Context: an optimization exercise on an open-source flow, tuned for small area. The choices shown serve that exercise and are no tape-out recipe. Function was checked by simulation only, so behaviour that the tests miss may differ from the original. Power figures rest on the tool's default switching activity, not on a simulated workload.

==> design.v <==
`timescale 1ns / 1ps
module ddr_main
#(
parameter STATE_GAME = 0,
parameter STATE_PAUSE = 1,
parameter STATE_RESET = 2,
parameter STATE_BITS = 1,
parameter RANDOM_BITS = 6,
parameter NUM_ARROWS = 11,
parameter NUM_ARROWS_BITS = 4,
parameter ARROW_UP = 10,
parameter ARROW_DOWN = 11,
parameter ARROW_LEFT = 12,
parameter ARROW_RIGHT = 13,
parameter ARROW_UP_DOWN = 14,
parameter ARROW_UP_LEFT = 15,
parameter ARROW_UP_RIGHT = 16,
parameter ARROW_DOWN_LEFT = 17,
parameter ARROW_DOWN_RIGHT = 18,
parameter ARROW_LEFT_RIGHT = 19,
parameter ARROW_NONE = 20,
parameter SEG_ARROW_UP = 7'b1111110,
parameter SEG_ARROW_DOWN = 7'b1110111,
parameter SEG_ARROW_LEFT = 7'b1001111,
parameter SEG_ARROW_RIGHT = 7'b1111001,
parameter SEG_ARROW_UP_DOWN = SEG_ARROW_UP & SEG_ARROW_DOWN,
parameter SEG_ARROW_UP_LEFT = SEG_ARROW_UP & SEG_ARROW_LEFT,
parameter SEG_ARROW_UP_RIGHT = SEG_ARROW_UP & SEG_ARROW_RIGHT,
parameter SEG_ARROW_DOWN_LEFT = SEG_ARROW_DOWN & SEG_ARROW_LEFT,
parameter SEG_ARROW_DOWN_RIGHT = SEG_ARROW_DOWN & SEG_ARROW_RIGHT,
parameter SEG_ARROW_LEFT_RIGHT = SEG_ARROW_LEFT & SEG_ARROW_RIGHT,
parameter SEG_ARROW_NONE = 7'b1111111,
parameter SEG_ZERO = 7'b1000000,  
parameter SEG_ONE = 7'b1111001,  
parameter SEG_TWO = 7'b0100100,  
parameter SEG_THREE = 7'b0110000,  
parameter SEG_FOUR = 7'b0011001,  
parameter SEG_FIVE = 7'b0010010,  
parameter SEG_SIX = 7'b0000010,  
parameter SEG_SEVEN = 7'b1111000,  
parameter SEG_EIGHT = 7'b0000000,  
parameter SEG_NINE = 7'b0011000  
)
(
						clk, rst, btnU, btnD, btnL, btnR, sw,
						led, seg, an
    );
input clk;
input rst;
input btnU;
input btnD;
input btnL;
input btnR;
input [7:0] sw;
output [7:0] led;
output [6:0] seg;
output [3:0] an;
wire oneHz;
wire oneHz_tick;
wire display;
wire combo_en;
wire [13:0] score;
wire [13:0] comboCount;
wire [RANDOM_BITS:0] randomNum;
wire [NUM_ARROWS_BITS:0] randomArrow;
wire [STATE_BITS:0] state;
wire [NUM_ARROWS_BITS:0] curArrow0;
wire [NUM_ARROWS_BITS:0] curArrow1;
wire [NUM_ARROWS_BITS:0] curArrow2;
wire [NUM_ARROWS_BITS:0] curArrow3;
wire correctHit;
wire incorrectHit;
wire [3:0] multiplier;
wire partialArrow;
clock clkModule ( .clk(clk), .rst(rst), .state(state), .oneHz_CLK(oneHz), .oneHz_tick(oneHz_tick), .display_CLK(display));
stateGenerator stateModule (.output_state(state), .display_combo_en(combo_en), .clk(clk), .rst_in(rst), .pauseSwitch(sw[0]), .btnR(btnR), .btnL(btnL));
random randomModule(.clk(clk), .rst(rst), .tick(oneHz_tick), .sw(sw[7:1]), .random_num(randomNum), .random_arrow(randomArrow), .state(state));
score scoreModule (.clk(clk), .rst(rst), .state(state), .multiplier(multiplier), .comboCount(comboCount), .score(score), .correctHit(correctHit), .incorrectHit(incorrectHit));
arrow arrowModule(.state(state), .clk(clk), .rst(rst), .metronome_clk(oneHz), .next_arrow(randomArrow), .arrow0(curArrow0), .arrow1(curArrow1), .arrow2(curArrow2), .arrow3(curArrow3));
display displayModule (.seg(seg), .an(an), .clk(clk), .rst(rst), .en(display), .metronome_clk(oneHz), .state(state),  .cur_arrow0(curArrow0), .cur_arrow1(curArrow1), .cur_arrow2(curArrow2), .cur_arrow3(curArrow3), .score(score), .comboCount(comboCount), .combo_enable(combo_en));
collision collisionModule(.partialArrow(partialArrow), .clk(clk), .rst(rst), .state(state), .metronome_clk(oneHz), .btnU(btnU), .btnD(btnD), .btnL(btnL), .btnR(btnR), .arrow(curArrow3), .correctHit(correctHit), .incorrectHit(incorrectHit));
assign led[7] = multiplier[3];
assign led[6] = multiplier[2];
assign led[5] = multiplier[1];
assign led[4] = multiplier[0];
assign led[3] = correctHit;
assign led[2] = incorrectHit;
assign led[1] = state[1];
assign led[0] = state[0];
endmodule
`timescale 1ns / 1ps
module clock
#(
parameter STATE_GAME = 0,
parameter STATE_PAUSE = 1,
parameter STATE_RESET = 2,
parameter STATE_BITS = 1,
parameter RANDOM_BITS = 6,
parameter NUM_ARROWS = 11,
parameter NUM_ARROWS_BITS = 4,
parameter ARROW_UP = 10,
parameter ARROW_DOWN = 11,
parameter ARROW_LEFT = 12,
parameter ARROW_RIGHT = 13,
parameter ARROW_UP_DOWN = 14,
parameter ARROW_UP_LEFT = 15,
parameter ARROW_UP_RIGHT = 16,
parameter ARROW_DOWN_LEFT = 17,
parameter ARROW_DOWN_RIGHT = 18,
parameter ARROW_LEFT_RIGHT = 19,
parameter ARROW_NONE = 20,
parameter SEG_ARROW_UP = 7'b1111110,
parameter SEG_ARROW_DOWN = 7'b1110111,
parameter SEG_ARROW_LEFT = 7'b1001111,
parameter SEG_ARROW_RIGHT = 7'b1111001,
parameter SEG_ARROW_UP_DOWN = SEG_ARROW_UP & SEG_ARROW_DOWN,
parameter SEG_ARROW_UP_LEFT = SEG_ARROW_UP & SEG_ARROW_LEFT,
parameter SEG_ARROW_UP_RIGHT = SEG_ARROW_UP & SEG_ARROW_RIGHT,
parameter SEG_ARROW_DOWN_LEFT = SEG_ARROW_DOWN & SEG_ARROW_LEFT,
parameter SEG_ARROW_DOWN_RIGHT = SEG_ARROW_DOWN & SEG_ARROW_RIGHT,
parameter SEG_ARROW_LEFT_RIGHT = SEG_ARROW_LEFT & SEG_ARROW_RIGHT,
parameter SEG_ARROW_NONE = 7'b1111111,
parameter SEG_ZERO = 7'b1000000,  
parameter SEG_ONE = 7'b1111001,  
parameter SEG_TWO = 7'b0100100,  
parameter SEG_THREE = 7'b0110000,  
parameter SEG_FOUR = 7'b0011001,  
parameter SEG_FIVE = 7'b0010010,  
parameter SEG_SIX = 7'b0000010,  
parameter SEG_SEVEN = 7'b1111000,  
parameter SEG_EIGHT = 7'b0000000,  
parameter SEG_NINE = 7'b0011000  
)
(   
                    clk, rst, state,
                    oneHz_CLK,
                    oneHz_tick,
                    display_CLK
						  );
localparam DISPLAY_DIV = 1;
input clk;
input rst;
input [1:0] state;
output oneHz_CLK;
output oneHz_tick;
output display_CLK;
wire [8:0]  oneHz_counter;
reg [7:0]   oneHz_dv;
reg         oneHz_en;
reg         oneHz_rise;
reg         display_en;
wire [1:0] display_counter;
reg [0:0] display_dv;
assign display_counter = display_dv + 1;
assign oneHz_counter = oneHz_dv + 1;
always @ (posedge clk)
    if (rst || state == STATE_RESET)
		begin
			display_dv <= 0;
			oneHz_dv <= 0;
			oneHz_en <= 0;
			oneHz_rise <= 0;
			display_en <= 0;
        end
    else
		begin
			if(display_dv == DISPLAY_DIV)
				begin
					display_en <= 1;
					display_dv <= 0;
				end
			else
				begin
					display_en <= 0;
					display_dv <= display_counter[0:0];
				end
			if(display_en)
				begin
					oneHz_dv <= oneHz_counter[7:0];
					oneHz_en <= ~oneHz_counter[8];  
					oneHz_rise <= ~oneHz_counter[8] & ~oneHz_en;
				end
			else
				oneHz_rise <= 0;
		end
assign oneHz_CLK = oneHz_en;
assign oneHz_tick = oneHz_rise;
assign display_CLK = display_en;
endmodule
module stateGenerator
#(
parameter STATE_GAME = 0,
parameter STATE_PAUSE = 1,
parameter STATE_RESET = 2,
parameter STATE_BITS = 1,
parameter RANDOM_BITS = 6,
parameter NUM_ARROWS = 11,
parameter NUM_ARROWS_BITS = 4,
parameter ARROW_UP = 10,
parameter ARROW_DOWN = 11,
parameter ARROW_LEFT = 12,
parameter ARROW_RIGHT = 13,
parameter ARROW_UP_DOWN = 14,
parameter ARROW_UP_LEFT = 15,
parameter ARROW_UP_RIGHT = 16,
parameter ARROW_DOWN_LEFT = 17,
parameter ARROW_DOWN_RIGHT = 18,
parameter ARROW_LEFT_RIGHT = 19,
parameter ARROW_NONE = 20,
parameter SEG_ARROW_UP = 7'b1111110,
parameter SEG_ARROW_DOWN = 7'b1110111,
parameter SEG_ARROW_LEFT = 7'b1001111,
parameter SEG_ARROW_RIGHT = 7'b1111001,
parameter SEG_ARROW_UP_DOWN = SEG_ARROW_UP & SEG_ARROW_DOWN,
parameter SEG_ARROW_UP_LEFT = SEG_ARROW_UP & SEG_ARROW_LEFT,
parameter SEG_ARROW_UP_RIGHT = SEG_ARROW_UP & SEG_ARROW_RIGHT,
parameter SEG_ARROW_DOWN_LEFT = SEG_ARROW_DOWN & SEG_ARROW_LEFT,
parameter SEG_ARROW_DOWN_RIGHT = SEG_ARROW_DOWN & SEG_ARROW_RIGHT,
parameter SEG_ARROW_LEFT_RIGHT = SEG_ARROW_LEFT & SEG_ARROW_RIGHT,
parameter SEG_ARROW_NONE = 7'b1111111,
parameter SEG_ZERO = 7'b1000000,  
parameter SEG_ONE = 7'b1111001,  
parameter SEG_TWO = 7'b0100100,  
parameter SEG_THREE = 7'b0110000,  
parameter SEG_FOUR = 7'b0011001,  
parameter SEG_FIVE = 7'b0010010,  
parameter SEG_SIX = 7'b0000010,  
parameter SEG_SEVEN = 7'b1111000,  
parameter SEG_EIGHT = 7'b0000000,  
parameter SEG_NINE = 7'b0011000  
)
(
	output_state, display_combo_en,
	btnR, clk, rst_in, btnL, pauseSwitch
	);
output [STATE_BITS:0] output_state;
output display_combo_en;
input btnR;  
input btnL;  
input pauseSwitch;  
input clk;
input rst_in;
reg [STATE_BITS:0] state;
reg display_combo_reg;
wire 			rst;
reg [1:0]	arst_ff;
assign rst = arst_ff[0];
always @ (posedge clk)
	if (rst_in)
		arst_ff <= 2'b00;
	else if (btnR)
		arst_ff <= 2'b11;
	else
		arst_ff <= {1'b0, arst_ff[1]};
wire 			display_combo_i;
reg [1:0]	async_displayCombo_ff;
assign display_combo_i = async_displayCombo_ff[0];
always @ (posedge clk)
	if (rst_in)
		async_displayCombo_ff <= 2'b00;
	else if (btnL)
		async_displayCombo_ff <= 2'b11;
	else
		async_displayCombo_ff <= {1'b0, async_displayCombo_ff[1]};
always @ (posedge clk)
    if (rst_in)
        begin
            state <= STATE_RESET;
            display_combo_reg <= 0;
        end
    else
    begin
        if (pauseSwitch)  
            begin
                if (rst)
                    state <= STATE_RESET;
                else
                    state <= STATE_PAUSE;
            end
        else
            begin
                state <= STATE_GAME;
            end
        if (pauseSwitch && display_combo_i)
            display_combo_reg <= 1;
        else
            display_combo_reg <= 0;
    end
assign output_state = state;
assign display_combo_en = display_combo_reg;
endmodule
`timescale 1ns / 1ps
module random
#(
parameter STATE_GAME = 0,
parameter STATE_PAUSE = 1,
parameter STATE_RESET = 2,
parameter STATE_BITS = 1,
parameter RANDOM_BITS = 6,
parameter NUM_ARROWS = 11,
parameter NUM_ARROWS_BITS = 4,
parameter ARROW_UP = 10,
parameter ARROW_DOWN = 11,
parameter ARROW_LEFT = 12,
parameter ARROW_RIGHT = 13,
parameter ARROW_UP_DOWN = 14,
parameter ARROW_UP_LEFT = 15,
parameter ARROW_UP_RIGHT = 16,
parameter ARROW_DOWN_LEFT = 17,
parameter ARROW_DOWN_RIGHT = 18,
parameter ARROW_LEFT_RIGHT = 19,
parameter ARROW_NONE = 20,
parameter SEG_ARROW_UP = 7'b1111110,
parameter SEG_ARROW_DOWN = 7'b1110111,
parameter SEG_ARROW_LEFT = 7'b1001111,
parameter SEG_ARROW_RIGHT = 7'b1111001,
parameter SEG_ARROW_UP_DOWN = SEG_ARROW_UP & SEG_ARROW_DOWN,
parameter SEG_ARROW_UP_LEFT = SEG_ARROW_UP & SEG_ARROW_LEFT,
parameter SEG_ARROW_UP_RIGHT = SEG_ARROW_UP & SEG_ARROW_RIGHT,
parameter SEG_ARROW_DOWN_LEFT = SEG_ARROW_DOWN & SEG_ARROW_LEFT,
parameter SEG_ARROW_DOWN_RIGHT = SEG_ARROW_DOWN & SEG_ARROW_RIGHT,
parameter SEG_ARROW_LEFT_RIGHT = SEG_ARROW_LEFT & SEG_ARROW_RIGHT,
parameter SEG_ARROW_NONE = 7'b1111111,
parameter SEG_ZERO = 7'b1000000,  
parameter SEG_ONE = 7'b1111001,  
parameter SEG_TWO = 7'b0100100,  
parameter SEG_THREE = 7'b0110000,  
parameter SEG_FOUR = 7'b0011001,  
parameter SEG_FIVE = 7'b0010010,  
parameter SEG_SIX = 7'b0000010,  
parameter SEG_SEVEN = 7'b1111000,  
parameter SEG_EIGHT = 7'b0000000,  
parameter SEG_NINE = 7'b0011000  
)
(
    clk, rst, tick, sw, state,
    random_num,
    random_arrow
    );
input clk;
input rst;
input tick;
input [STATE_BITS:0] state;
input [RANDOM_BITS:0] sw;
output [RANDOM_BITS:0] random_num;
output [NUM_ARROWS_BITS:0] random_arrow;
reg [RANDOM_BITS:0] random_reg;
reg newBit;
always @ (posedge clk)
begin
    if(rst) begin
        random_reg <= 0;
        newBit <= 0;
    end
    else if(state == STATE_RESET) begin
        random_reg <= sw;
        newBit <= 0;
    end
    else if(tick) begin
        newBit <= random_num[RANDOM_BITS] + random_reg[RANDOM_BITS-1] + 1;
        random_reg <= {newBit, random_reg[RANDOM_BITS:1]};
    end
end
assign random_num = random_reg;
assign random_arrow = (random_reg % NUM_ARROWS) + 10;
endmodule
`timescale 1ns / 1ps
module arrow
#(
parameter STATE_GAME = 0,
parameter STATE_PAUSE = 1,
parameter STATE_RESET = 2,
parameter STATE_BITS = 1,
parameter RANDOM_BITS = 6,
parameter NUM_ARROWS = 11,
parameter NUM_ARROWS_BITS = 4,
parameter ARROW_UP = 10,
parameter ARROW_DOWN = 11,
parameter ARROW_LEFT = 12,
parameter ARROW_RIGHT = 13,
parameter ARROW_UP_DOWN = 14,
parameter ARROW_UP_LEFT = 15,
parameter ARROW_UP_RIGHT = 16,
parameter ARROW_DOWN_LEFT = 17,
parameter ARROW_DOWN_RIGHT = 18,
parameter ARROW_LEFT_RIGHT = 19,
parameter ARROW_NONE = 20,
parameter SEG_ARROW_UP = 7'b1111110,
parameter SEG_ARROW_DOWN = 7'b1110111,
parameter SEG_ARROW_LEFT = 7'b1001111,
parameter SEG_ARROW_RIGHT = 7'b1111001,
parameter SEG_ARROW_UP_DOWN = SEG_ARROW_UP & SEG_ARROW_DOWN,
parameter SEG_ARROW_UP_LEFT = SEG_ARROW_UP & SEG_ARROW_LEFT,
parameter SEG_ARROW_UP_RIGHT = SEG_ARROW_UP & SEG_ARROW_RIGHT,
parameter SEG_ARROW_DOWN_LEFT = SEG_ARROW_DOWN & SEG_ARROW_LEFT,
parameter SEG_ARROW_DOWN_RIGHT = SEG_ARROW_DOWN & SEG_ARROW_RIGHT,
parameter SEG_ARROW_LEFT_RIGHT = SEG_ARROW_LEFT & SEG_ARROW_RIGHT,
parameter SEG_ARROW_NONE = 7'b1111111,
parameter SEG_ZERO = 7'b1000000,  
parameter SEG_ONE = 7'b1111001,  
parameter SEG_TWO = 7'b0100100,  
parameter SEG_THREE = 7'b0110000,  
parameter SEG_FOUR = 7'b0011001,  
parameter SEG_FIVE = 7'b0010010,  
parameter SEG_SIX = 7'b0000010,  
parameter SEG_SEVEN = 7'b1111000,  
parameter SEG_EIGHT = 7'b0000000,  
parameter SEG_NINE = 7'b0011000  
)
(
    arrow0, arrow1, arrow2, arrow3,
    clk, rst, metronome_clk, next_arrow, state);
input clk;
input rst;
input metronome_clk;
input [NUM_ARROWS_BITS:0] next_arrow;
input [STATE_BITS:0] state;
output [NUM_ARROWS_BITS:0] arrow0;
output [NUM_ARROWS_BITS:0] arrow1;
output [NUM_ARROWS_BITS:0] arrow2;
output [NUM_ARROWS_BITS:0] arrow3;
reg [NUM_ARROWS_BITS:0] arrow0_reg;
reg [NUM_ARROWS_BITS:0] arrow1_reg;
reg [NUM_ARROWS_BITS:0] arrow2_reg;
reg [NUM_ARROWS_BITS:0] arrow3_reg;
reg [2:0] posedge_metronome_clk;
reg is_posedge_metronome_clk;
always @ (posedge clk) begin
    if (rst) begin
        posedge_metronome_clk <= 0;
        is_posedge_metronome_clk <= 0;
    end else begin
        posedge_metronome_clk <= {metronome_clk, posedge_metronome_clk[2:1]};
        is_posedge_metronome_clk <= ~posedge_metronome_clk[0] & posedge_metronome_clk[1];
    end
end
always @ (posedge clk) begin
    if (rst) begin
        arrow3_reg <= ARROW_NONE;
        arrow2_reg <= ARROW_NONE;
        arrow1_reg <= ARROW_NONE;
        arrow0_reg <= ARROW_NONE;
    end else
    case(state)
        STATE_GAME: begin
            if(is_posedge_metronome_clk) begin
            arrow3_reg <= arrow2_reg;
            arrow2_reg <= arrow1_reg;
            arrow1_reg <= arrow0_reg;
            arrow0_reg <= next_arrow;
            end
        end
        STATE_RESET: begin
            arrow3_reg <= ARROW_NONE;
            arrow2_reg <= ARROW_NONE;
            arrow1_reg <= ARROW_NONE;
            arrow0_reg <= ARROW_NONE;
        end
        default: ;
    endcase
end
assign arrow0 = arrow0_reg;
assign arrow1 = arrow1_reg;
assign arrow2 = arrow2_reg;
assign arrow3 = arrow3_reg;
endmodule
`timescale 1ns / 1ps
module score
#(
parameter STATE_GAME = 0,
parameter STATE_PAUSE = 1,
parameter STATE_RESET = 2,
parameter STATE_BITS = 1,
parameter RANDOM_BITS = 6,
parameter NUM_ARROWS = 11,
parameter NUM_ARROWS_BITS = 4,
parameter ARROW_UP = 10,
parameter ARROW_DOWN = 11,
parameter ARROW_LEFT = 12,
parameter ARROW_RIGHT = 13,
parameter ARROW_UP_DOWN = 14,
parameter ARROW_UP_LEFT = 15,
parameter ARROW_UP_RIGHT = 16,
parameter ARROW_DOWN_LEFT = 17,
parameter ARROW_DOWN_RIGHT = 18,
parameter ARROW_LEFT_RIGHT = 19,
parameter ARROW_NONE = 20,
parameter SEG_ARROW_UP = 7'b1111110,
parameter SEG_ARROW_DOWN = 7'b1110111,
parameter SEG_ARROW_LEFT = 7'b1001111,
parameter SEG_ARROW_RIGHT = 7'b1111001,
parameter SEG_ARROW_UP_DOWN = SEG_ARROW_UP & SEG_ARROW_DOWN,
parameter SEG_ARROW_UP_LEFT = SEG_ARROW_UP & SEG_ARROW_LEFT,
parameter SEG_ARROW_UP_RIGHT = SEG_ARROW_UP & SEG_ARROW_RIGHT,
parameter SEG_ARROW_DOWN_LEFT = SEG_ARROW_DOWN & SEG_ARROW_LEFT,
parameter SEG_ARROW_DOWN_RIGHT = SEG_ARROW_DOWN & SEG_ARROW_RIGHT,
parameter SEG_ARROW_LEFT_RIGHT = SEG_ARROW_LEFT & SEG_ARROW_RIGHT,
parameter SEG_ARROW_NONE = 7'b1111111,
parameter SEG_ZERO = 7'b1000000,  
parameter SEG_ONE = 7'b1111001,  
parameter SEG_TWO = 7'b0100100,  
parameter SEG_THREE = 7'b0110000,  
parameter SEG_FOUR = 7'b0011001,  
parameter SEG_FIVE = 7'b0010010,  
parameter SEG_SIX = 7'b0000010,  
parameter SEG_SEVEN = 7'b1111000,  
parameter SEG_EIGHT = 7'b0000000,  
parameter SEG_NINE = 7'b0011000  
)
(
    clk, rst, correctHit, incorrectHit, state,
    score, comboCount, multiplier);
input clk;
input rst;
input [STATE_BITS:0] state;
input correctHit;
input incorrectHit;
output [13:0] score;
output [13:0] comboCount;
output [3:0] multiplier;
reg [13:0] score_q;
reg [3:0] multiplier_q;
reg [13:0] combos_q;
reg [13:0] score_reg;
reg [3:0] multiplier_reg;
reg [13:0] combos;
reg [2:0] posedge_correctHit;
reg is_posedge_correctHit;
always @ (posedge clk) begin
    if (rst) begin
        posedge_correctHit <= 0;
        is_posedge_correctHit <= 0;
    end else begin
        posedge_correctHit <= {correctHit, posedge_correctHit[2:1]};
        is_posedge_correctHit <= ~posedge_correctHit[0] & posedge_correctHit[1];
    end
end
reg [2:0] posedge_incorrectHit;
reg is_posedge_incorrectHit;
always @ (posedge clk) begin
    if (rst) begin
        posedge_incorrectHit <= 0;
        is_posedge_incorrectHit <= 0;
    end else begin
        posedge_incorrectHit <= {incorrectHit, posedge_incorrectHit[2:1]};
        is_posedge_incorrectHit <= ~posedge_incorrectHit[0] & posedge_incorrectHit[1];
    end
end
always @(posedge clk) begin
    score_reg = score_q;
    multiplier_reg = multiplier_q;
    combos = combos_q;
    if (is_posedge_correctHit) begin
        if (combos >= 15)
            multiplier_reg = 8;
        else if (combos >= 10)
            multiplier_reg = 4;
        else if (combos >= 4)
            multiplier_reg = 2;
        else
            multiplier_reg = 1;
    end
    if (is_posedge_incorrectHit) begin
        multiplier_reg = 1;
        combos = 0;
    end
    case(state)
        STATE_RESET: begin  
            score_reg = 0;
            combos = 0;
            multiplier_reg = 1;
        end
        STATE_GAME: begin
            score_reg = score_reg + (is_posedge_correctHit * multiplier_reg);
            combos = combos + is_posedge_correctHit;
        end
        default: ;
    endcase
    if (rst) begin
        score_q <= 0;
        combos_q <= 0;
        multiplier_q <= 1;
    end else begin
        score_q <= score_reg;
        combos_q <= combos;
        multiplier_q <= multiplier_reg;
    end
end
assign score = score_q;
assign comboCount = combos_q;
assign multiplier = multiplier_q;
endmodule
`timescale 1ns / 1ps
module display
#(
parameter STATE_GAME = 0,
parameter STATE_PAUSE = 1,
parameter STATE_RESET = 2,
parameter STATE_BITS = 1,
parameter RANDOM_BITS = 6,
parameter NUM_ARROWS = 11,
parameter NUM_ARROWS_BITS = 4,
parameter ARROW_UP = 10,
parameter ARROW_DOWN = 11,
parameter ARROW_LEFT = 12,
parameter ARROW_RIGHT = 13,
parameter ARROW_UP_DOWN = 14,
parameter ARROW_UP_LEFT = 15,
parameter ARROW_UP_RIGHT = 16,
parameter ARROW_DOWN_LEFT = 17,
parameter ARROW_DOWN_RIGHT = 18,
parameter ARROW_LEFT_RIGHT = 19,
parameter ARROW_NONE = 20,
parameter SEG_ARROW_UP = 7'b1111110,
parameter SEG_ARROW_DOWN = 7'b1110111,
parameter SEG_ARROW_LEFT = 7'b1001111,
parameter SEG_ARROW_RIGHT = 7'b1111001,
parameter SEG_ARROW_UP_DOWN = SEG_ARROW_UP & SEG_ARROW_DOWN,
parameter SEG_ARROW_UP_LEFT = SEG_ARROW_UP & SEG_ARROW_LEFT,
parameter SEG_ARROW_UP_RIGHT = SEG_ARROW_UP & SEG_ARROW_RIGHT,
parameter SEG_ARROW_DOWN_LEFT = SEG_ARROW_DOWN & SEG_ARROW_LEFT,
parameter SEG_ARROW_DOWN_RIGHT = SEG_ARROW_DOWN & SEG_ARROW_RIGHT,
parameter SEG_ARROW_LEFT_RIGHT = SEG_ARROW_LEFT & SEG_ARROW_RIGHT,
parameter SEG_ARROW_NONE = 7'b1111111,
parameter SEG_ZERO = 7'b1000000,  
parameter SEG_ONE = 7'b1111001,  
parameter SEG_TWO = 7'b0100100,  
parameter SEG_THREE = 7'b0110000,  
parameter SEG_FOUR = 7'b0011001,  
parameter SEG_FIVE = 7'b0010010,  
parameter SEG_SIX = 7'b0000010,  
parameter SEG_SEVEN = 7'b1111000,  
parameter SEG_EIGHT = 7'b0000000,  
parameter SEG_NINE = 7'b0011000  
)
(
	seg, an,
	clk, rst, en, metronome_clk, state, cur_arrow0, cur_arrow1, cur_arrow2, cur_arrow3, score, comboCount, combo_enable);
input clk;
input rst;
input en;  
input metronome_clk;
input [STATE_BITS:0] state;
input [NUM_ARROWS_BITS:0] cur_arrow3;
input [NUM_ARROWS_BITS:0] cur_arrow2;
input [NUM_ARROWS_BITS:0] cur_arrow1;
input [NUM_ARROWS_BITS:0] cur_arrow0;
input [13:0] score;
input [13:0] comboCount;
input combo_enable;
reg [NUM_ARROWS_BITS:0] num0;
reg [NUM_ARROWS_BITS:0] num1;
reg [NUM_ARROWS_BITS:0] num2;
reg [NUM_ARROWS_BITS:0] num3;
output [6:0] seg;
output [3:0] an;
reg [1:0] numTracker;  
reg [NUM_ARROWS_BITS:0] numToDisplay;  
reg [3:0] anToDisplay;
reg [6:0] segToDisplay;
reg [2:0] posedge_metronome_clk;
reg is_posedge_metronome_clk;
always @ (posedge clk) begin
    if (rst) begin
        posedge_metronome_clk <= 0;
        is_posedge_metronome_clk <= 0;
    end else if (en) begin
        posedge_metronome_clk <= {metronome_clk, posedge_metronome_clk[2:1]};
        is_posedge_metronome_clk <= ~posedge_metronome_clk[1] & posedge_metronome_clk[2];
    end
end
always @(posedge clk) begin
  if (rst) begin
    num0 = ARROW_NONE;
    num1 = ARROW_NONE;
    num2 = ARROW_NONE;
    num3 = ARROW_NONE;
    numTracker = 0;
    numToDisplay = ARROW_NONE;
    anToDisplay = 4'b1111;
    segToDisplay = SEG_ARROW_NONE;
  end else if (en) begin
    case(state)
        STATE_GAME: begin
            if(is_posedge_metronome_clk) begin
                num3 = cur_arrow3;  
                num2 = cur_arrow2;
                num1 = cur_arrow1;
                num0 = cur_arrow0;
            end
        end
        STATE_PAUSE:
        begin
            if (combo_enable)
            begin
	            num0 = comboCount / 1000;
	            num1 = (comboCount % 1000) / 100;
	            num2 = (comboCount % 100) / 10;
	            num3 = comboCount % 10;
            end
            else
            begin
	            num0 = score / 1000;
	            num1 = (score % 1000) / 100;
	            num2 = (score % 100) / 10;
	            num3 = score % 10;
            end
        end
        default: ;
    endcase
	numTracker = numTracker + 1;
	case(numTracker)
		0: begin
			anToDisplay = 4'b0111;
			numToDisplay = num0;
		end
		1: begin
			anToDisplay = 4'b1011;
			numToDisplay = num1;
		end
		2: begin
			anToDisplay = 4'b1101;
			numToDisplay = num2;
		end
		3: begin
			anToDisplay = 4'b1110;
			numToDisplay = num3;
		end
		default: ;
	endcase
    case(numToDisplay)
        0: segToDisplay = SEG_ZERO;
        1: segToDisplay = SEG_ONE;
        2: segToDisplay = SEG_TWO;
        3: segToDisplay = SEG_THREE;
        4: segToDisplay = SEG_FOUR;
        5: segToDisplay = SEG_FIVE;
        6: segToDisplay = SEG_SIX;
        7: segToDisplay = SEG_SEVEN;
        8: segToDisplay = SEG_EIGHT;
        9: segToDisplay = SEG_NINE;
        10: segToDisplay = SEG_ARROW_UP;
        11: segToDisplay = SEG_ARROW_DOWN;
        12: segToDisplay = SEG_ARROW_LEFT;
        13: segToDisplay = SEG_ARROW_RIGHT;
        14: segToDisplay = SEG_ARROW_UP_DOWN;
        15: segToDisplay = SEG_ARROW_UP_LEFT;
        16: segToDisplay = SEG_ARROW_UP_RIGHT;
        17: segToDisplay = SEG_ARROW_DOWN_LEFT;
        18: segToDisplay = SEG_ARROW_DOWN_RIGHT;
        19: segToDisplay = SEG_ARROW_LEFT_RIGHT;
        20: segToDisplay = SEG_ARROW_NONE;
        default: ;
    endcase
  end
end
assign seg = segToDisplay;
assign an = anToDisplay;
endmodule
`timescale 1ns / 1ps
module collision
#(
parameter STATE_GAME = 0,
parameter STATE_PAUSE = 1,
parameter STATE_RESET = 2,
parameter STATE_BITS = 1,
parameter RANDOM_BITS = 6,
parameter NUM_ARROWS = 11,
parameter NUM_ARROWS_BITS = 4,
parameter ARROW_UP = 10,
parameter ARROW_DOWN = 11,
parameter ARROW_LEFT = 12,
parameter ARROW_RIGHT = 13,
parameter ARROW_UP_DOWN = 14,
parameter ARROW_UP_LEFT = 15,
parameter ARROW_UP_RIGHT = 16,
parameter ARROW_DOWN_LEFT = 17,
parameter ARROW_DOWN_RIGHT = 18,
parameter ARROW_LEFT_RIGHT = 19,
parameter ARROW_NONE = 20,
parameter SEG_ARROW_UP = 7'b1111110,
parameter SEG_ARROW_DOWN = 7'b1110111,
parameter SEG_ARROW_LEFT = 7'b1001111,
parameter SEG_ARROW_RIGHT = 7'b1111001,
parameter SEG_ARROW_UP_DOWN = SEG_ARROW_UP & SEG_ARROW_DOWN,
parameter SEG_ARROW_UP_LEFT = SEG_ARROW_UP & SEG_ARROW_LEFT,
parameter SEG_ARROW_UP_RIGHT = SEG_ARROW_UP & SEG_ARROW_RIGHT,
parameter SEG_ARROW_DOWN_LEFT = SEG_ARROW_DOWN & SEG_ARROW_LEFT,
parameter SEG_ARROW_DOWN_RIGHT = SEG_ARROW_DOWN & SEG_ARROW_RIGHT,
parameter SEG_ARROW_LEFT_RIGHT = SEG_ARROW_LEFT & SEG_ARROW_RIGHT,
parameter SEG_ARROW_NONE = 7'b1111111,
parameter SEG_ZERO = 7'b1000000,  
parameter SEG_ONE = 7'b1111001,  
parameter SEG_TWO = 7'b0100100,  
parameter SEG_THREE = 7'b0110000,  
parameter SEG_FOUR = 7'b0011001,  
parameter SEG_FIVE = 7'b0010010,  
parameter SEG_SIX = 7'b0000010,  
parameter SEG_SEVEN = 7'b1111000,  
parameter SEG_EIGHT = 7'b0000000,  
parameter SEG_NINE = 7'b0011000  
)
(
	clk, rst, metronome_clk, btnU, btnD, btnL, btnR, arrow, state,
	correctHit, incorrectHit, partialArrow
);
input clk;
input rst;
input metronome_clk;
input btnU;
input btnD;
input btnL;
input btnR;
input [STATE_BITS:0] state;
input [NUM_ARROWS_BITS:0] arrow;
output correctHit;
output incorrectHit;
output partialArrow;
reg [2:0] posedge_up;
reg is_posedge_up;
always @ (posedge clk) begin
    if (rst) begin
        posedge_up <= 0;
        is_posedge_up <= 0;
    end else begin
        posedge_up <= {btnU, posedge_up[2:1]};
        is_posedge_up <= ~posedge_up[0] & posedge_up[1];
    end
end
reg [2:0] posedge_down;
reg is_posedge_down;
always @ (posedge clk) begin
    if (rst) begin
        posedge_down <= 0;
        is_posedge_down <= 0;
    end else begin
        posedge_down <= {btnD, posedge_down[2:1]};
        is_posedge_down <= ~posedge_down[0] & posedge_down[1];
    end
end
reg [2:0] posedge_left;
reg is_posedge_left;
always @ (posedge clk) begin
    if (rst) begin
        posedge_left <= 0;
        is_posedge_left <= 0;
    end else begin
        posedge_left <= {btnL, posedge_left[2:1]};
        is_posedge_left <= ~posedge_left[0] & posedge_left[1];
    end
end
reg [2:0] posedge_right;
reg is_posedge_right;
always @ (posedge clk) begin
    if (rst) begin
        posedge_right <= 0;
        is_posedge_right <= 0;
    end else begin
        posedge_right <= {btnR, posedge_right[2:1]};
        is_posedge_right <= ~posedge_right[0] & posedge_right[1];
    end
end
reg [2:0] posedge_metronome_clk;
reg is_posedge_metronome_clk;
always @ (posedge clk) begin
    if (rst) begin
        posedge_metronome_clk <= 0;
        is_posedge_metronome_clk <= 0;
    end else begin
        posedge_metronome_clk <= {metronome_clk, posedge_metronome_clk[2:1]};
        is_posedge_metronome_clk <= ~posedge_metronome_clk[0] & posedge_metronome_clk[1];
    end
end
reg hasPressedPartialArrow_q;
reg [NUM_ARROWS_BITS:0] keysPressed_q;
reg correctHit_q;
reg incorrectHit_q;
reg hasPressedPartialArrow;
reg [NUM_ARROWS_BITS:0] keysPressed;
reg correctHit_reg;
reg incorrectHit_reg;
always @(posedge clk) begin
    hasPressedPartialArrow = hasPressedPartialArrow_q;
    keysPressed = keysPressed_q;
    correctHit_reg = correctHit_q;
    incorrectHit_reg = incorrectHit_q;
    if(is_posedge_metronome_clk) begin
        correctHit_reg = 0;
        incorrectHit_reg = 0;
		keysPressed = ARROW_NONE;
        hasPressedPartialArrow = 0;
    end
    if(state == STATE_GAME) begin
        if(metronome_clk && !correctHit_reg && !incorrectHit_reg) begin
            if(is_posedge_up) begin
                case(keysPressed) 
                    ARROW_NONE: keysPressed = ARROW_UP;
                    ARROW_LEFT: keysPressed = ARROW_UP_LEFT;
                    ARROW_RIGHT: keysPressed = ARROW_UP_RIGHT;
                    ARROW_DOWN: keysPressed = ARROW_UP_DOWN;
                    default: incorrectHit_reg = 1;
                endcase
            end
            if(is_posedge_down) begin
                case(keysPressed) 
                    ARROW_NONE: keysPressed = ARROW_DOWN;
                    ARROW_LEFT: keysPressed = ARROW_DOWN_LEFT;
                    ARROW_RIGHT: keysPressed = ARROW_DOWN_RIGHT;
                    ARROW_UP: keysPressed = ARROW_UP_DOWN;
                    default: incorrectHit_reg = 1;
                endcase
            end
            if(is_posedge_left) begin
                case(keysPressed) 
                    ARROW_NONE: keysPressed = ARROW_LEFT;
                    ARROW_RIGHT: keysPressed = ARROW_LEFT_RIGHT;
                    ARROW_UP: keysPressed = ARROW_UP_LEFT;
                    ARROW_DOWN: keysPressed = ARROW_DOWN_LEFT;
                    default: incorrectHit_reg = 1;
                endcase
            end
            if(is_posedge_right) begin
                case(keysPressed) 
                    ARROW_NONE: keysPressed = ARROW_RIGHT;
                    ARROW_LEFT: keysPressed = ARROW_LEFT_RIGHT;
                    ARROW_UP: keysPressed = ARROW_UP_RIGHT;
                    ARROW_DOWN: keysPressed = ARROW_DOWN_RIGHT;
                    default: incorrectHit_reg = 1;
                endcase
            end
            if(keysPressed == arrow) begin 
                correctHit_reg = 1;
                hasPressedPartialArrow = 0;
            end
            else if(keysPressed != ARROW_NONE) begin
                case(arrow) 
                    ARROW_UP_DOWN: begin
                        hasPressedPartialArrow = (keysPressed == ARROW_UP || keysPressed == ARROW_DOWN);
                    end
                    ARROW_UP_LEFT: begin
                        hasPressedPartialArrow = (keysPressed == ARROW_UP || keysPressed == ARROW_LEFT);
                    end
                    ARROW_UP_RIGHT: begin
                        hasPressedPartialArrow = (keysPressed == ARROW_UP || keysPressed == ARROW_RIGHT); 
                    end
                    ARROW_DOWN_LEFT: begin
                        hasPressedPartialArrow = (keysPressed == ARROW_DOWN || keysPressed == ARROW_LEFT); 
                    end
                    ARROW_DOWN_RIGHT: begin
                        hasPressedPartialArrow = (keysPressed == ARROW_DOWN || keysPressed == ARROW_RIGHT); 
                    end
                    ARROW_LEFT_RIGHT: begin
                        hasPressedPartialArrow = (keysPressed == ARROW_LEFT || keysPressed == ARROW_RIGHT); 
                    end
                    default:
                        hasPressedPartialArrow = 0;
                endcase
                if(!hasPressedPartialArrow && !correctHit_reg)
                    incorrectHit_reg = 1;
            end  
        end  
        else if(!metronome_clk) begin
            if(is_posedge_up || is_posedge_down || is_posedge_left || is_posedge_right) begin
                incorrectHit_reg = 1;
            end
            if(!incorrectHit_reg && !correctHit_reg) begin
                incorrectHit_reg = 1;
            end
        end
    end  
    if (rst) begin
        hasPressedPartialArrow_q <= 0;
        keysPressed_q <= ARROW_NONE;
        correctHit_q <= 0;
        incorrectHit_q <= 0;
    end else begin
        hasPressedPartialArrow_q <= hasPressedPartialArrow;
        keysPressed_q <= keysPressed;
        correctHit_q <= correctHit_reg;
        incorrectHit_q <= incorrectHit_reg;
    end
end
assign correctHit = correctHit_q;
assign incorrectHit = incorrectHit_q;
assign partialArrow = hasPressedPartialArrow_q;
endmodule
==> run.sh <==
#!/bin/bash
# synth_recipe.tcl (not shown) runs the flow's synth.tcl, then flattens the netlist and writes it again
# the make line also repeats each setting of config.mk as NAME=value (left out here)
make -C /OpenROAD-flow-scripts/flow DESIGN_CONFIG=/design/flow/config.mk WORK_HOME=/design/flow/orfs CLKGATE_MAP_FILE= SYNTH_SCRIPT=/design/flow/synth_recipe.tcl finish
==> config.mk <==
export PLATFORM = sky130hd
export DESIGN_NAME = ddr_main
export DESIGN_NICKNAME = ddr_main
export VERILOG_FILES = /design/flow/design.v
export SDC_FILE = /design/flow/constraint.sdc
export NUM_CORES = 4
export LEC_CHECK = 0
export CAP_MARGIN = 20
export CORE_MARGIN = 2
export CORE_UTILIZATION = 40
export SLEW_MARGIN = 20
==> constraint.sdc <==
create_clock -name core_clock -period 16.0 [get_ports {clk}]
set_input_delay 3.2000 -clock core_clock [delete_from_list [all_inputs] [get_ports {clk}]]
set_output_delay 3.2000 -clock core_clock [all_outputs]
set_load 0.01 [all_outputs]
==> qor.csv <==
stage,metric,value,unit
setup_path,slowest CP cell,o31ai_2,
synth,Synth area leaders,"dfxtp_1 (21%), nor2_1 (6.0%), nand2_1 (5.0%)",
sta,Max Freq,75.1,MHz
synth,Post-Synthesis Cells,1886,
floorplan,die area,0.0361,mm2
final_layout,layout cell share with drive strength beyond 1,7.98,%
synth,syn nets,1921,
synth,area share of the largest cell type after synthesis,21.4,%
synth,"Seq/Total Area, Yosys",21.4,%
drt,Wirelength per Cell,16.7,um
job,max_cap viols,0,
global_routing,largest net degree at the start of global routing,67,
drt,DR pass1 iterations,5,
final_layout,"Cell Count, Final, Fillers Out",2310,
status,outcome,finished clean,
final_layout,top flop regs,"scoreModule.combos_q: 14 flops, scoreModule.score_q: 14 flops, clkModule.oneHz_dv: 8 flops",
synth,Post-synth EDFFs,0,
clock_tree,Inserted Clock Buffers,17,
floorplan,initial core utilization,40.3,%
placement,Post-DP Area,0.0144,mm2
sta,worst-margin pin slew,1.03,ns
sta,slew margin rel.,30.8,%
setup_path,Critical Path Fanout Max,40,
clock_tree,htree depth,4,
clock_tree,Clock Latency Late Sink,0.43,ns
global_routing,initial antenna violation count,0,
clock_tree,"Hold-fix buffers, CTS",0,
synth,"area leader, netlist",dfxtp_1,
sta,Fin. Hold Viols,0,
synth,count of cell types in the netlist,111,
clock_tree,CTS max path bufs,2,
clock_tree,clk slew on worst S/H paths,0.07,ns
sta,setup TNS,0,ns
final_layout,fillers,3475,
floorplan,core outline area,0.0343,mm2
global_routing,global-route wire length before repair,64700,um
floorplan,Die H,190,um
setup_path,CP max stage delay,0.88,ns
drt,vias,14100,
global_routing,Tot GR Track Use,21.3,%
setup_path,Worst Path Required,16.32,ns
final_layout,Layout Nets,1877,
setup_path,Reg2Reg Setup Slack,2.68,ns
global_routing,total grt overflow,0,
clock_tree,post-cts sizing count,0,
pwr,Power Total,0.000942,W
clock_tree,CTS Sinks,148,
global_routing,vias in the first global route,13200,
synth,Post-Synthesis Cell Area,0.0138,mm2
floorplan,Die X,190,um
drt,post-route ant nets,0,
synth,yosys warns,7,
placement,Final HPWL DP,28100,um
sta,Final Critical Period,13.32,ns
placement,GP Congestion,0.882,
drt,Avg Vias per Cell,6.09,
pwr,pwr/cell area,63.0,mW/mm2
sta,final worst path period share,83.3,%
setup_path,CP Launch Type,register,
drt,DR iter-0 viols,959,
sta,final hold slack,0.382,ns
setup_path,"Worst Path Class, Setup",register to register,
pwr,maximum VDD drop,0.103,mV
drt,DRC Markers,0,
final_layout,ANT cells,0,
sta,Final setup viols,0,
sta,RSZ-0062 raised after global routing,no,
sta,Final Skew,0.00743,ns
pwr,cell leakage power,5.27,nW
placement,I/O Buffers,32,
setup_path,"Top cell by count, worst path",nor2_1,
sta,final-report max-slew violation count,0,
final_layout,Finished Cell Area,0.0149,mm2
final_layout,Area Growth Syn to Fin,8.04,%
floorplan,Core Rows,68,
setup_path,Critical Path AT,13.65,ns
clock_tree,CTS tree,done,
synth,asr flop ratio synth,0,%
floorplan,# IOs,33,
setup_path,CP Capture Type,register,
clock_tree,Clock Root Buffer,clkbuf_16,
synth,main flop type after synthesis,dfxtp_1,
synth,Yosys reg bits,148,
drt,total wire length,38600,um
placement,Placed Cells,2278,
worst_hold_path,worst hold path class,register to register,
clock_tree,Post-CTS Repair Setup Buffers,0,
synth,Mapped Avg Cell Area,7.33,um2
==> final timing paths <==
kind | startpoint | endpoint | cells past startpoint
setup reg to reg | stateModule.display_combo_reg$_SDFF_PP0_ | displayModule.segToDisplay[5]$_SDFFE_PP1P_ | 36
hold / removal | scoreModule.posedge_correctHit[0]$_SDFF_PP0_ | scoreModule.is_posedge_correctHit$_SDFF_PP0_ | 1
hold reg to reg | scoreModule.posedge_correctHit[0]$_SDFF_PP0_ | scoreModule.is_posedge_correctHit$_SDFF_PP0_ | 1
setup / recovery | stateModule.display_combo_reg$_SDFF_PP0_ | displayModule.segToDisplay[5]$_SDFFE_PP1P_ | 36
==> per-stage QoR <==
step | setup WS [ns] | utilization [%]
after floorplan | 5.81 | -
after global placement | 3.18 | 41.9
after detailed placement | 2.82 | 41.9
after CTS | 2.80 | 43.6
after global routing | 1.54 | 43.6
final | 2.68 | 43.6
==> Yosys cell counts, types with 7 or more instances <==
| cell | number |
|---|---|
| nor2_1 | 222 |
| nand2_1 | 185 |
| dfxtp_1 | 148 |
| a21oi_1 | 132 |
| o21ai_0 | 107 |
| xnor2_1 | 79 |
| clkbuf_1 | 75 |
| nand3_1 | 70 |
| nor3_1 | 58 |
| nor2b_1 | 57 |
| mux2i_1 | 52 |
| a211oi_1 | 36 |
| nand2b_1 | 33 |
| inv_1 | 30 |
| xor2_1 | 26 |
| nand4_1 | 25 |
| a22oi_1 | 24 |
| a31oi_1 | 24 |
| and3_1 | 24 |
| o22ai_1 | 24 |
| a21o_1 | 21 |
| mux2_2 | 21 |
| ha_1 | 20 |
| buf_2 | 19 |
| o211ai_1 | 19 |
| and2_1 | 15 |
| o31ai_1 | 14 |
| a211o_1 | 13 |
| o21ai_1 | 13 |
| or3_1 | 13 |
| o21a_1 | 12 |
| nor4_1 | 10 |
| or2_2 | 10 |
| a32oi_1 | 9 |
| buf_1 | 9 |
| maj3_1 | 9 |
| nand3b_1 | 8 |
| a221o_1 | 7 |
| a221oi_1 | 7 |
| o221ai_1 | 7 |
| o22a_1 | 7 |
| o2bb2ai_1 | 7 |
| o311ai_1 | 7 |
==> cell usage in the layout, fill, tap and decap left out, types with 24 or more instances in the layout <==
master	synthesis	layout
nor2_1	222	222
nand2_1	185	185
dfxtp_1	148	146
a21oi_1	132	132
o21ai_0	107	107
xnor2_1	79	79
nand3_1	70	70
nor3_1	58	58
nor2b_1	57	57
mux2i_1	52	51
a211oi_1	36	36
nand2b_1	33	33
clkdlybuf4s50_1	0	31
inv_1	30	30
xor2_1	26	26
nand4_1	25	25
a31oi_1	24	24
o22ai_1	24	24
a22oi_1	24	24
and3_1	24	24
==> layout make-up <==
| class | instances | area [um2] | share of cell area (%) |
|---|---|---|---|
| Clock inverter | 14 | 143 | 0.955 |
| Clock buffer | 18 | 439 | 2.94 |
| Tap cell | 455 | 569 | 3.81 |
| Multi-Input combinational cell | 1595 | 10300 | 68.7 |
| Inverter | 30 | 113 | 0.754 |
| Timing Repair Buffer | 50 | 453 | 3.03 |
| Sequential cell | 148 | 2970 | 19.9 |
==> cells by family (layout without fill, tap and decap cells) <==
kind of cell	count (synthesis)	count (layout)	share of synthesized area, %
flip-flops	148	148	21.4
XOR/XNOR	108	108	7.05
multiplexers	83	83	6.55
AND/OR/NAND/NOR	766	766	26.9
adder cells (fa/ha/maj)	30	30	2.61
buffers and inverters	143	112	4.43
AO/OA/AOI/OAI	608	608	31.1
==> critical path, delay by kind of cell (launching register included) <==
kind / cells / cell delay, ns
flip-flops: 1 / 0.31
AO/OA/AOI/OAI: 19 / 6.99
multiplexers: 3 / 1.38
adder cells (fa/ha/maj): 1 / 0.40
XOR/XNOR: 1 / 0.43
buffers and inverters: 2 / 1.00
AND/OR/NAND/NOR: 10 / 2.64
==> per-layer routing <==
| layer | global-route usage [%] | wire length [um] | vias to the layer above |
|---|---|---|---|
| li1 | - | - | 6929 |
| met1 | 27.7 | 17800 | 6720 |
| met2 | 36.8 | 18500 | 371 |
| met3 | 2.29 | 1500 | 56 |
| met4 | 7.13 | 830 | 0 |
| met5 | 0 | 0 | - |
==> where the power goes <==
| part | internal, W | switching [W] | leakage [nW] |
|---|---|---|---|
| combinational | 0.0000657 | 0.0000943 | 3.78 |
| clock | 0.000223 | 0.000174 | 0.282 |
| sequential | 0.000375 | 0.00000916 | 1.20 |
| total | 0.000664 | 0.000278 | 5.27 |

[separate check: timing with driven ports]
No port has a modelled driver above. Below, the same layout with a new extraction and two added sets of constraints.
Step 1: set_driving_cell puts a clkbuf_16 on clk and a buf_2 on each other input, an assumption about the parent block.
Step 2, shift: input delay + t, output delay - t, t = (earliest + latest rising clock arrival at the registers) / 2. This alone moves slack from input paths to output paths.
Three values: no drivers, after step 1, after step 2; two values: the first two.
t, ns: 0.477
slack for setup (ns): 2.676 / 2.676 / 2.676
worst hold slack (ns): 0.382 / 0.382 / 0.382
cell pins on the clock port's net: 1
After both steps setup and hold are still met in this run. For this run, drivers alone change the setup slack by 0.000 ns; drivers and shift together by 0.000 ns.
